From an optimization exercise on the open Yosys and OpenROAD flow, aimed at small area; shortcuts taken in it are not production practice. Only simulation tests tie the RTL to the original design; equivalence was not proved. Power and IR drop assume default switching activity. No driver is modelled on the clock port, so clocking that relies on it looks cheaper here than on a real chip.

==> inputs of run Z <==
==> flow/design.v (excerpt) <==
module top
#(
    parameter NB_LEDS        = 4           ,
    parameter NB_SW          = 4           ,
    parameter NB_COUNTER     = 2           ,   
    parameter NB_REG         = 9           ,   
    parameter SEED_I         = 9'b110101010,   
    parameter SEED_Q         = 9'b111111110,   
    parameter NB_OUTPUT      = 12          ,   
    parameter NB_BITS_REG    = 1024        ,   
    parameter NB_COUNT       = 9           ,
    parameter NB_ADDR_REG    = 10          ,
    parameter NB_ERRORS      = 64          ,
    parameter NB_FINE        = 4               
)
(
    output [NB_LEDS - 1  : 0] o_led,
    output [NB_OUTPUT   - 1 : 0] o_tx_i      ,   
    output [NB_OUTPUT   - 1 : 0] o_tx_q      ,   
    output [NB_OUTPUT   - 1 : 0] o_rx_i      ,   
    output [NB_OUTPUT   - 1 : 0] o_rx_q      ,   
    output [NB_ERRORS   - 1 : 0] o_errors_i  ,   
    output [NB_ERRORS   - 1 : 0] o_errors_q  ,   
    output [NB_ADDR_REG - 1 : 0] o_min_addr_i,   
    output [NB_ADDR_REG - 1 : 0] o_min_addr_q,   
    output [NB_COUNT    - 1 : 0] o_min_sum_i ,   
    output [NB_COUNT    - 1 : 0] o_min_sum_q ,   
    output                       o_lock_i    ,   
    output                       o_lock_q    ,   
    input  [NB_SW   - 1  : 0] i_sw ,
    input                     i_rst,
    input                     clk
);
Settings: LEC_CHECK=0, CAP_MARGIN=20, CORE_MARGIN=2, CORE_UTILIZATION=75, CTS_BUF_LIST=sky130_fd_sc_hd__clkbuf_16, CTS_CLUSTER_DIAMETER=60, CTS_CLUSTER_SIZE=30, PLACE_DENSITY=0.85, SLEW_MARGIN=20; clock period 9.0 ns.
standard.sh (not shown) runs the stock make flow with config.mk's settings and CLKGATE_MAP_FILE= SYNTH_SCRIPT=/design/flow/synth_recipe.tcl, a recipe that flattens the netlist after the stock synthesis.
==> flow/flow/run.sh <==
#!/bin/bash
# The standard layout (standard synthesis unchanged), with two changes:
# - the port buffers are the smallest buffer cell (buf_1) instead of the one
#   buffer_ports picks by default;
# - CTS inserts no dummy loads.
# make's output goes to flow_make.log; each ORFS step writes its own log
# under orfs/logs/.
set -o pipefail
bash standard.sh \
  "BUFFER_PORTS_ARGS=-buffer_cell sky130_fd_sc_hd__buf_1" \
  "CTS_ARGS=-sink_clustering_enable -repair_clock_nets -sink_clustering_size 30 -sink_clustering_max_diameter 80 -buf_list sky130_fd_sc_hd__clkbuf_16 -dont_use_dummy_load" \
  finish > flow_make.log 2>&1
==> run Y: changes against run Z <==
--- a/flow/design.v
+++ b/flow/design.v
@@ -27,61 +27,33 @@
 #(
     parameter NB_REG = 9           ,   
     parameter SEED   = 9'b110101010    
 )
 (
-    output           o_bit_i  ,        
-    output           o_bit_q  ,        
-    output [8 : 1]   o_past_i ,        
-    output [8 : 1]   o_past_q ,        
+    output           o_out_bit,        
+    output [8 : 1]   o_past   ,        
     input            i_init   ,        
     input            i_step   ,        
     input            i_rst    ,        
     input            clk               
 );
-    reg [NB_REG - 1 : 0] s    ;        
-    reg [3 : 0]          nstep;        
+    reg [NB_REG - 1 : 0] bit_reg;
+    reg [8 : 1]          past   ;
     always @(posedge clk) begin
         if (i_rst) begin
-            s     <= {NB_REG{1'b0}};
-            nstep <= 4'd0;
+            bit_reg <= {NB_REG{1'b0}};
+            past    <= 8'd0;
         end
-        else begin
-            if (~i_init)
-                s <= SEED;
-            else if (i_step)
-                s <= {s[NB_REG - 2 : 0], s[8] ^ s[4]};
-            if (i_step & ~nstep[3])
-                nstep <= nstep + 1'b1;
+        else if (~i_init)
+            bit_reg <= SEED;
+        else if (i_step) begin
+            bit_reg <= {bit_reg[NB_REG - 2 : 0], bit_reg[8] ^ bit_reg[4]};
+            past    <= {past[7 : 1], bit_reg[8]};
         end
     end
-    wire [8 : 1] pi, pq;
-    assign pi[1] = s[0] ^ s[5];
-    assign pi[2] = s[1] ^ s[6];
-    assign pi[3] = s[2] ^ s[7];
-    assign pi[4] = s[3] ^ s[8];
-    assign pi[5] = s[4] ^ pi[1];
-    assign pi[6] = s[5] ^ pi[2];
-    assign pi[7] = s[6] ^ pi[3];
-    assign pi[8] = s[7] ^ pi[4];
-    assign pq[1] = s[6] ^ s[7];
-    assign pq[2] = s[7] ^ s[8];
-    assign pq[3] = s[0] ^ s[5] ^ s[8];
-    assign pq[4] = s[0] ^ s[1] ^ s[5] ^ s[6];
-    assign pq[5] = s[1] ^ s[2] ^ s[6] ^ s[7];
-    assign pq[6] = s[2] ^ s[3] ^ s[7] ^ s[8];
-    assign pq[7] = s[0] ^ s[3] ^ s[4] ^ s[5] ^ s[8];
-    assign pq[8] = s[0] ^ s[1] ^ s[4] ^ s[6];
-    genvar k;
-    generate
-        for (k = 1; k <= 8; k = k + 1) begin : g_past
-            assign o_past_i[k] = (nstep >= k) & pi[k];
-            assign o_past_q[k] = (nstep >= k) & pq[k];
-        end
-    endgenerate
-    assign o_bit_i = s[8];
-    assign o_bit_q = s[5] ^ s[6];
+    assign o_out_bit = bit_reg[NB_REG - 1];
+    assign o_past    = past;
 endmodule
 module fir_filter
 #(
     parameter NB_OUTPUT = 12
 )
@@ -352,10 +324,11 @@
     always @(posedge clk) begin
         if (i_rst) begin
             sum_reg  <= {NB_COUNT{1'b0}};
             min_sum  <= {NB_COUNT{1'b0}};
             min_addr <= {NB_ADDR_REG{1'b0}};
+            errors   <= {NB_ERRORS{1'b0}};
         end
         else begin
             if (search) begin
                 if (i_wend)
                     sum_reg <= {NB_COUNT{1'b0}};
@@ -364,34 +337,14 @@
             end
             if (upd) begin
                 min_sum  <= sum_reg;
                 min_addr <= i_addr;
             end
+            if (i_ev & i_stop)
+                errors <= errors + (bit_m ^ i_data_sign);
         end
     end
-    localparam NB_GRP = 8;
-    localparam N_GRP  = NB_ERRORS / NB_GRP;
-    reg  [N_GRP - 1 : 1] err_low1;
-    wire [N_GRP - 1 : 0] grp_en = {err_low1, 1'b1};
-    wire                 err_inc = i_ev & i_stop & (bit_m ^ i_data_sign);
-    wire [NB_ERRORS : 0] err_carry;
-    genvar e, f;
-    generate
-        for (e = 0; e < N_GRP; e = e + 1) begin : g_grp
-            assign err_carry[NB_GRP * e] = err_inc & grp_en[e];
-            for (f = NB_GRP * e; f < NB_GRP * e + NB_GRP; f = f + 1) begin : g_bit
-                if (f < NB_GRP * e + NB_GRP - 1)
-                    assign err_carry[f + 1] = err_carry[f] & errors[f];
-                always @(posedge clk)
-                    errors[f] <= ~i_rst & (errors[f] ^ err_carry[f]);
-            end
-            if (e > 0) begin : g_low
-                always @(posedge clk)
-                    err_low1[e] <= &errors[NB_GRP * e - 1 : 0];
-            end
-        end
-    endgenerate
     assign o_led      = (min_sum == {NB_COUNT{1'b0}});
     assign o_errors   = errors  ;
     assign o_min_addr = min_addr;
     assign o_min_sum  = min_sum ;
 endmodule
@@ -460,13 +413,14 @@
             end
         end
     end
     wire         bit_i, bit_q;
     wire [8 : 1] past_i, past_q;
-    prbs9 #(.NB_REG(NB_REG), .SEED(SEED_I)) u_prbs9
-        (.o_bit_i(bit_i), .o_bit_q(bit_q), .o_past_i(past_i), .o_past_q(past_q),
-         .i_init(init), .i_step(step), .i_rst(rst), .clk(clk));
+    prbs9 #(.NB_REG(NB_REG), .SEED(SEED_I)) u_prbs9_I
+        (.o_out_bit(bit_i), .o_past(past_i), .i_init(init), .i_step(step), .i_rst(rst), .clk(clk));
+    prbs9 #(.NB_REG(NB_REG), .SEED(SEED_Q)) u_prbs9_Q
+        (.o_out_bit(bit_q), .o_past(past_q), .i_init(init), .i_step(step), .i_rst(rst), .clk(clk));
     wire [1 : 0] tx_back = {1'b0, &tx_phase};
     fir_filter #(.NB_OUTPUT(NB_OUTPUT)) u_fir_tx_I
         (.o_data(o_tx_i), .i_valid(tx_valid), .i_phase(tx_phase), .i_back(tx_back), .i_past(past_i));
     fir_filter #(.NB_OUTPUT(NB_OUTPUT)) u_fir_tx_Q
         (.o_data(o_tx_q), .i_valid(tx_valid), .i_phase(tx_phase), .i_back(tx_back), .i_past(past_q));
==> flow/run.sh (new file) <==
#!/bin/bash
# synth_recipe.tcl (not shown) runs the flow's synth.tcl, then flattens the netlist and writes it again
# the make line also repeats each setting of config.mk as NAME=value (left out here)
make -C /OpenROAD-flow-scripts/flow DESIGN_CONFIG=/design/flow/config.mk WORK_HOME=/design/flow/orfs CLKGATE_MAP_FILE= SYNTH_SCRIPT=/design/flow/synth_recipe.tcl finish
removed: flow/flow/run.sh
removed: flow/standard.sh
==> notes.md <==
                                                                          run Y           run Z
Run status                                                       finished clean  finished clean
Global-route usage over all layers                                        26.5%           25.9%
WL final                                                              149000 um       144000 um
Pre-Repair DR Iteration Count                                                 7               6
Average via count per standard cell                                        6.42            6.42
Utilization after layout                                                  82.1%           78.6%
Logic gate share of total power                                            2.0%            2.4%
Starting Density                                                          75.7%           75.6%
Clock network power                                                     6540 uW         4670 uW
Largest net degree at the start of global routing                           292             263
Core area                                                            104000 um2      103000 um2
Placed cell area                                                      80700 um2       79100 um2
Standard cell with the maximum stage delay on the critical path         dfxtp_1            ha_1
Cell variety after synth                                                     91              90
Number of global-route vias before repair                                 46600           45000
Detailed-placement wirelength estimate                                 87100 um        87400 um
Critical path's largest stage delay                                     0.73 ns         1.03 ns
Portion of total power attributed to the clock network                    37.7%           30.2%
Sequential share of cell area                                             55.9%           58.3%
Worst reg-to-reg setup slack                                            1.64 ns         2.67 ns
Cell count of the worst hold path                                             0               1
Worst path buffer plus inverter count                                         2               3
Power, Total                                                           17300 uW        15500 uW
Worst setup path end                                                  o_rx_i[3]       o_rx_q[5]
Dpl ws                                                                  1.70 ns         2.39 ns
Worst Reg-to-Reg Cells                                                       21              23

re-timing with driven ports:
No port has a modelled driver above. Below, the same layouts with a new extraction and two added sets of constraints. Step 1 (the two cells are an assumption about what drives the block):
set clk [get_ports {clk}]
set_driving_cell -lib_cell sky130_fd_sc_hd__clkbuf_16 $clk
set_driving_cell -lib_cell sky130_fd_sc_hd__buf_2 [delete_from_list [all_inputs] $clk]
Step 2, shift: input delay + t, output delay - t, t = (earliest + latest rising clock arrival at the registers) / 2. This alone moves slack from input paths to output paths. Slacks: ideal ports / drivers / drivers and shift; pairs: ideal ports / drivers.
run	shift t [ns]	slack for setup (ns)	worst setup path at the end
run Z	0.729	1.605 / 1.533 / 2.262	register to output
run Y	0.806	0.933 / 0.859 / 1.640	register to register
After both steps every run listed still meets setup and hold.
